From an optimization exercise on the open Yosys and OpenROAD flow, aimed at small area, a short achievable clock period and few clock cycles; shortcuts taken in it are not production practice. Function was checked by simulation only, so behaviour that the tests miss may differ from the original. Power figures rest on the tool's default switching activity, not on a simulated workload.

== lane 1 ==
// mips_core
module mips_core (
    input clk,                      
    input reset,                    
    output [29:0] imem_addr,
    input  [31:0] imem_rdata,
    output        dmem_re,          
    output        dmem_we,          
    output [29:0] dmem_addr,        
    output [31:0] dmem_wdata,
    output [3:0]  dmem_be,          
    input  [31:0] dmem_rdata,       
    input         dmem_stall        
);
Size: roughly 170 I/O pins, roughly 0.077 sq mm of cells after synthesis.
Settings: LEC_CHECK=0, ABC_CLOCK_PERIOD_IN_PS=3000, CAP_MARGIN=20, CORE_MARGIN=2, CORE_UTILIZATION=30, PLACE_DENSITY=0.5, SETUP_SLACK_MARGIN=5, SLEW_MARGIN=20; clock period 10.0 ns.
run.sh (not shown) runs the stock make flow with config.mk's settings and CLKGATE_MAP_FILE= SYNTH_SCRIPT=/design/flow/synth_recipe.tcl, a recipe that flattens the netlist after the stock synthesis.
Testbench counts of lane 1, summed over its fixed seeds: cycles 74,029.
### lane 1 -> lane 2
--- a/flow/design.v
+++ b/flow/design.v
@@ -28,12 +28,13 @@
            OP_CLO  = 4'd12;
 localparam B_REG = 2'd0, B_SEXT = 2'd1, B_ZEXT = 2'd2, B_LUI = 2'd3;
 reg  [31:0] pc;
 reg  [31:0] d_ins;       
 reg  [31:0] d_pc4;
 reg         d_pt;        
+reg         d_v;         
 reg  [31:1] d_rs_oh;     
 reg  [31:1] d_rt_oh;
 reg  [31:0] e_a, e_b;    
 reg  [15:0] e_imm;
 reg  [1:0]  e_bsel;
 reg  [3:0]  e_op;
@@ -289,16 +290,16 @@
 end
 wire [31:0] br_target = d_pc4 + {{14{d_ins[15]}}, d_ins[15:0], 2'b00};
 wire ex_rs = e_we & (e_rd == rs);
 wire ex_rt = e_we & (e_rd == rt);
 wire mem_ld_rs = m_we & m_load & (m_rd == rs);
 wire mem_ld_rt = m_we & m_load & (m_rd == rt);
-wire hz_load = e_load & ((i_use_rs & ex_rs) | (i_use_rt & ex_rt));
-wire hz_br   = (i_br | i_jr) & ((i_use_rs & (ex_rs | mem_ld_rs)) | (i_use_rt & (ex_rt | mem_ld_rt)));
+wire hz_load = d_v & e_load & ((i_use_rs & ex_rs) | (i_use_rt & ex_rt));
+wire hz_br   = d_v & (i_br | i_jr) & ((i_use_rs & (ex_rs | mem_ld_rs)) | (i_use_rt & (ex_rt | mem_ld_rt)));
 wire hz = hz_load | hz_br;
-wire redirect = ~hz & (i_jr | (i_br & (br_taken != d_pt)));
+wire redirect = d_v & ~hz & (i_jr | (i_br & (br_taken != d_pt)));
 wire [31:0] target = i_jr ? b_rs : d_pt ? d_pc4 + 32'd4 : br_target;
 wire fa = e_we & ~e_load & (e_rd == rs) & i_use_rs & ~i_jal & ~i_zero;
 wire fb = e_we & ~e_load & (e_rd == rt) & i_use_rt & ~i_zero;
 wire [31:0] xa = (e_fa & m_we) ? m_res : e_a;
 wire [31:0] xr = (e_fb & m_we) ? m_res : e_b;    
 reg  [31:0] xb;
@@ -372,43 +373,35 @@
     else if (~stall) begin
         if (redirect) pc <= target;
         else if (~hz) pc <= f_j ? f_jt : f_pt ? f_bt : f_br ? pc8 : pc4;
     end
 end
 always @(posedge clk) begin
-    if (reset) begin
-        d_ins <= 32'd0; d_rs_oh <= 31'd0; d_rt_oh <= 31'd0;
-    end
+    if (reset) d_v <= 1'b0;
     else if (~stall) begin
-        if (redirect) begin
-            d_ins <= 32'd0; d_rs_oh <= 31'd0; d_rt_oh <= 31'd0;
-        end
-        else if (~hz) begin
-            d_ins <= imem_rdata; d_rs_oh <= f_rs_oh; d_rt_oh <= f_rt_oh;
-        end
+        if (redirect) d_v <= 1'b0;
+        else if (~hz) d_v <= 1'b1;
     end
 end
 always @(posedge clk) begin
-    if (~stall & ~hz) d_pc4 <= pc4;
+    if (~stall & ~hz) begin
+        d_ins <= imem_rdata; d_rs_oh <= f_rs_oh; d_rt_oh <= f_rt_oh; d_pt <= f_pt;
+    end
 end
 always @(posedge clk) begin
-    if (reset) d_pt <= 1'b0;
-    else if (~stall) begin
-        if (redirect) d_pt <= 1'b0;
-        else if (~hz) d_pt <= f_pt;
-    end
+    if (~stall & ~hz) d_pc4 <= pc4;
 end
 always @(posedge clk) begin
     if (reset) begin
         e_we <= 1'b0; e_load <= 1'b0; e_store <= 1'b0;
         e_fa <= 1'b0; e_fb <= 1'b0;
     end
     else if (~stall) begin
-        e_we    <= i_wr & ~hz;
-        e_load  <= i_load & ~hz;
-        e_store <= i_store & ~hz;
+        e_we    <= d_v & i_wr & ~hz;
+        e_load  <= d_v & i_load & ~hz;
+        e_store <= d_v & i_store & ~hz;
         e_fa    <= fa;
         e_fb    <= fb;
     end
 end
 always @(posedge clk) begin
     if (~stall) begin
[summary]
Lane 2 completed; timing, DRC and antenna clean
Comparing global-route usage over all layers for lane 1 and lane 2, the smaller number came from lane 1.
Against lane 1, lane 2 comes in 15% lower on non-clock buffer count.
Between lane 1 and lane 2, the wire length is higher for lane 2.
For post-synthesis mux area share, lane 1 and lane 2 come out practically identical.
Lane 2 does better than lane 1 on reported leakage power.
Between lane 1 and lane 2, the cell count went down.
Testbench counts of lane 2, summed over its fixed seeds: cycles 74,029.

mips_core, a different RTL version from the one above (not shown whole).
For scale: about 7900 cells after synthesis, roughly 1400 flip-flops, roughly 170 I/O pins, about 78000 µm² of cells after synthesis.
make LEC_CHECK=0 ABC_CLOCK_PERIOD_IN_PS=3000 CAP_MARGIN=20 CORE_MARGIN=2 CORE_UTILIZATION=30 PLACE_DENSITY=0.5 SETUP_SLACK_MARGIN=5 SLEW_MARGIN=20 finish   # period 10.0 ns
Testbench counts at the start, summed over its fixed seeds: cycles 76,420.
Rerun with:
--- a/flow/design.v
+++ b/flow/design.v
@@ -24,19 +24,18 @@
            OP_SLL  = 4'd8,
            OP_SRL  = 4'd9,
            OP_SRA  = 4'd10,
            OP_CLZ  = 4'd11,
            OP_CLO  = 4'd12;
 localparam B_REG = 2'd0, B_SEXT = 2'd1, B_ZEXT = 2'd2, B_LUI = 2'd3;
 reg  [31:0] pc;
 reg  [31:0] d_ins;       
 reg  [31:0] d_pc4;
-reg         d_v;         
 reg  [31:1] d_rs_oh;     
 reg  [31:1] d_rt_oh;
 reg  [31:0] e_a, e_b;    
 reg  [15:0] e_imm;
 reg  [1:0]  e_bsel;
 reg  [3:0]  e_op;
 reg         e_shvar;
 reg         e_ovf, e_movn, e_movz;
 reg         e_we, e_load, e_store;
@@ -284,22 +283,22 @@
     3'd4: br_taken = ~rs_neg & ~rs_zero;
     default: br_taken = rs_neg | rs_zero;
     endcase
 end
 wire [31:0] br_target = d_pc4 + {{14{d_ins[15]}}, d_ins[15:0], 2'b00};
 wire ex_rs = e_we & (e_rd == rs);
 wire ex_rt = e_we & (e_rd == rt);
 wire mem_ld_rs = m_we & m_load & (m_rd == rs);
 wire mem_ld_rt = m_we & m_load & (m_rd == rt);
-wire hz_load = d_v & e_load & ((i_use_rs & ex_rs) | (i_use_rt & ex_rt));
-wire hz_br   = d_v & (i_br | i_jr) & ((i_use_rs & (ex_rs | mem_ld_rs)) | (i_use_rt & (ex_rt | mem_ld_rt)));
+wire hz_load = e_load & ((i_use_rs & ex_rs) | (i_use_rt & ex_rt));
+wire hz_br   = (i_br | i_jr) & ((i_use_rs & (ex_rs | mem_ld_rs)) | (i_use_rt & (ex_rt | mem_ld_rt)));
 wire hz = hz_load | hz_br;
-wire redirect = d_v & ~hz & (i_jr | (i_br & br_taken));
+wire redirect = ~hz & (i_jr | (i_br & br_taken));
 wire [31:0] target = i_jr ? b_rs : br_target;
 wire fa = e_we & ~e_load & (e_rd == rs) & i_use_rs & ~i_jal & ~i_zero;
 wire fb = e_we & ~e_load & (e_rd == rt) & i_use_rt & ~i_zero;
 wire [31:0] xa = (e_fa & m_we) ? m_res : e_a;
 wire [31:0] xr = (e_fb & m_we) ? m_res : e_b;    
 reg  [31:0] xb;
 always @(*) begin
     case (e_bsel)
     B_REG:  xb = xr;
@@ -367,41 +366,42 @@
 end
 always @(posedge clk) begin
     if (reset) pc <= 32'hf0000000;
     else if (~stall) begin
         if (redirect) pc <= target;
         else if (~hz) pc <= f_j ? f_jt : f_br ? pc8 : pc4;
     end
 end
 always @(posedge clk) begin
-    if (reset) d_v <= 1'b0;
-    else if (~stall) begin
-        if (redirect) d_v <= 1'b0;
-        else if (~hz) d_v <= 1'b1;
+    if (reset) begin
+        d_ins <= 32'd0; d_rs_oh <= 31'd0; d_rt_oh <= 31'd0;
     end
-end
-always @(posedge clk) begin
-    if (~stall & ~hz) begin
-        d_ins <= imem_rdata; d_rs_oh <= f_rs_oh; d_rt_oh <= f_rt_oh;
+    else if (~stall) begin
+        if (redirect) begin
+            d_ins <= 32'd0; d_rs_oh <= 31'd0; d_rt_oh <= 31'd0;
+        end
+        else if (~hz) begin
+            d_ins <= imem_rdata; d_rs_oh <= f_rs_oh; d_rt_oh <= f_rt_oh;
+        end
     end
 end
 always @(posedge clk) begin
     if (~stall & ~hz) d_pc4 <= pc4;
 end
 always @(posedge clk) begin
     if (reset) begin
         e_we <= 1'b0; e_load <= 1'b0; e_store <= 1'b0;
         e_fa <= 1'b0; e_fb <= 1'b0;
     end
     else if (~stall) begin
-        e_we    <= d_v & i_wr & ~hz;
-        e_load  <= d_v & i_load & ~hz;
-        e_store <= d_v & i_store & ~hz;
+        e_we    <= i_wr & ~hz;
+        e_load  <= i_load & ~hz;
+        e_store <= i_store & ~hz;
         e_fa    <= fa;
         e_fb    <= fb;
     end
 end
 always @(posedge clk) begin
     if (~stall) begin
         e_a     <= i_jal ? d_pc4 : (i_zero | i_movn | i_movz) ? 32'd0 : v_rs;
         e_b     <= i_zero ? 32'd0 : v_rt;
         e_imm   <= i_jal ? 16'd4 : d_ins[15:0];
The new run went through all stages and came out clean.
Cell area is about the same.
Fmax decreases by 1.0%.
Combinational power increases by 11%.
Clock skew decreases by 0.0065 ns.
Setup slack is worse by 0.054 ns.
Non-clock buffer count decreases by 34.
Via count increases by 2.5%.
Wire length increases by 4.4%.
Final cell count increases by 1.1%.
Count of clock-buffer cells in the layout increases by 1.
Sequential power increases by about 2%.
Synthesized area stays flat.
Clock power stays flat.
Register-to-register slack is worse by 0.05 ns.
Testbench counts after the change, summed over its fixed seeds: cycles 76,420.

## the baseline
Another version of the RTL of mips_core (not shown whole).
For scale: roughly 9,300 cells after synthesis, about 170 I/O pins.
==> flow/config.mk <==
export PLATFORM = sky130hd
export DESIGN_NAME = mips_core
export DESIGN_NICKNAME = mips_core
export VERILOG_FILES = /design/flow/design.v
export SDC_FILE = /design/flow/constraint.sdc
export NUM_CORES = 4
export LEC_CHECK = 0
export ABC_AREA = 1
export ABC_CLOCK_PERIOD_IN_PS = 3000
export CAP_MARGIN = 20
export CORE_MARGIN = 2
export CORE_UTILIZATION = 30
export PLACE_DENSITY = 0.5
export SETUP_SLACK_MARGIN = 5
export SLEW_MARGIN = 20
==> flow/constraint.sdc <==
create_clock -name core_clock -period 10.0 [get_ports {clk}]
set_input_delay 2.0000 -clock core_clock [delete_from_list [all_inputs] [get_ports {clk}]]
set_output_delay 2.0000 -clock core_clock [all_outputs]
set_load 0.01 [all_outputs]
Looking at the reports, the baseline completed the entire flow and the layout it produced met the timing, design-rule and antenna checks.
Testbench counts of the baseline, summed over its fixed seeds: cycles 76,420.
Relative to the baseline, the following input files were edited for the candidate:
-- flow/design.v --
<<< the baseline, line 32
reg  [31:0] d_pc4;
reg         d_v;         
reg  [31:0] e_a, e_b;    
reg  [15:0] e_imm;
>>> the candidate, line 32
reg  [31:0] d_pc4;
reg         d_v;         
reg  [31:1] d_rs_oh;     
reg  [31:1] d_rt_oh;
reg  [31:0] e_a, e_b;    
reg  [15:0] e_imm;
<<< the baseline, line 121
            (fop == 6'h07) | (fop == 6'h14);
wire [31:0] f_jt = {pc[31:28], imem_rdata[25:0], 2'b00};
wire [5:0] op = d_ins[31:26];
wire [5:0] fn = d_ins[5:0];
>>> the candidate, line 123
            (fop == 6'h07) | (fop == 6'h14);
wire [31:0] f_jt = {pc[31:28], imem_rdata[25:0], 2'b00};
wire [31:1] f_rs_oh, f_rt_oh;
generate
for (gi = 1; gi < 32; gi = gi + 1) begin : DEC
    assign f_rs_oh[gi] = (imem_rdata[25:21] == gi);
    assign f_rt_oh[gi] = (imem_rdata[20:16] == gi);
end
endgenerate
wire [5:0] op = d_ins[31:26];
wire [5:0] fn = d_ins[5:0];
<<< the baseline, line 246
wire [4:0] i_rd = (i_dst == 2'd0) ? rt : (i_dst == 2'd1) ? rdf : 5'd31;
wire       i_wr = i_we & (i_rd != 5'd0);
wire [31:1] rs_oh, rt_oh;
generate
for (gi = 1; gi < 32; gi = gi + 1) begin : DEC
    assign rs_oh[gi] = (rs == gi);
    assign rt_oh[gi] = (rt == gi);
end
endgenerate
wire [31:0] g_rs = rdport(rs_oh, rflat, rv);
wire [31:0] g_rt = rdport(rt_oh, rflat, rv);
function [31:0] merge;
    input [31:0] old;
>>> the candidate, line 255
wire [4:0] i_rd = (i_dst == 2'd0) ? rt : (i_dst == 2'd1) ? rdf : 5'd31;
wire       i_wr = i_we & (i_rd != 5'd0);
wire [31:0] g_rs = rdport(d_rs_oh, rflat, rv);
wire [31:0] g_rt = rdport(d_rt_oh, rflat, rv);
function [31:0] merge;
    input [31:0] old;
<<< the baseline, line 380
always @(posedge clk) begin
    if (~stall & ~hz) begin
        d_ins <= imem_rdata;
    end
end
>>> the candidate, line 382
always @(posedge clk) begin
    if (~stall & ~hz) begin
        d_ins <= imem_rdata; d_rs_oh <= f_rs_oh; d_rt_oh <= f_rt_oh;
    end
end
Notes after the runs:
Going from the baseline to the candidate, data arrival at the endpoint of the critical path went up by 0.18 ns, area of the mapped netlist was more or less identical, total number of cells along the worst setup path went down by about 7%, non-clock buffer count went down by 110. Diff the candidate..the baseline | chip width | negligible. Re clock buffer count from CTS: the candidate is 7 up on the baseline. Compared with the baseline, the candidate shows a lower number of buffers inserted to repair setup after CTS. In the reports for the baseline and the candidate, the smaller worst endpoint required time belongs to the baseline. Against the baseline, wire length in the candidate fell by a few percent. [the candidate vs the baseline] final period demand of the worst path: higher in the candidate. The candidate against the baseline: power share of the clock group now larger, detailed-routed wire length on met3 now smaller.
Testbench counts of the candidate, summed over its fixed seeds: cycles 76,420.

==> port drivers added, routing unchanged <==
The flow's constraints put no driver on any port. The routed layouts listed below were extracted and timed again, unchanged, in two steps.
Step 1: set_driving_cell puts a clkbuf_16 on clk and a buf_2 on each other input, an assumption about the parent block.
Step 2 times the ports against the registers' clock, not the clock port: input delays grow and output delays shrink by t, the midpoint of the rising clock arrivals with the driver on.
Three values: ideal, step 1, step 2; two values: the first two.
run | shift t [ns] | slack for setup (ns) | worst hold slack (ns)
lane 1 | 0.948 | 4.584 / 4.584 / 4.061 | 0.451 / 0.451 / 0.451
lane 2 | 0.946 | 4.321 / 4.321 / 3.864 | 0.492 / 0.492 / 0.492
the first run of note 2 | 0.940 | 4.867 / 4.867 / 4.125 | 0.449 / 0.449 / 0.449
the second run of note 2 | 0.987 | 4.813 / 4.813 / 4.011 | 0.412 / 0.412 / 0.412
the baseline | 0.976 | 4.943 / 4.943 / 4.304 | 0.448 / 0.448 / 0.448
the candidate | 0.988 | 4.901 / 4.901 / 4.170 | 0.455 / 0.455 / 0.455
After both steps setup and hold are still met in every run listed. For the second run of note 2, which loses most, drivers alone change the setup slack by 0.000 ns; drivers and shift together by -0.802 ns.
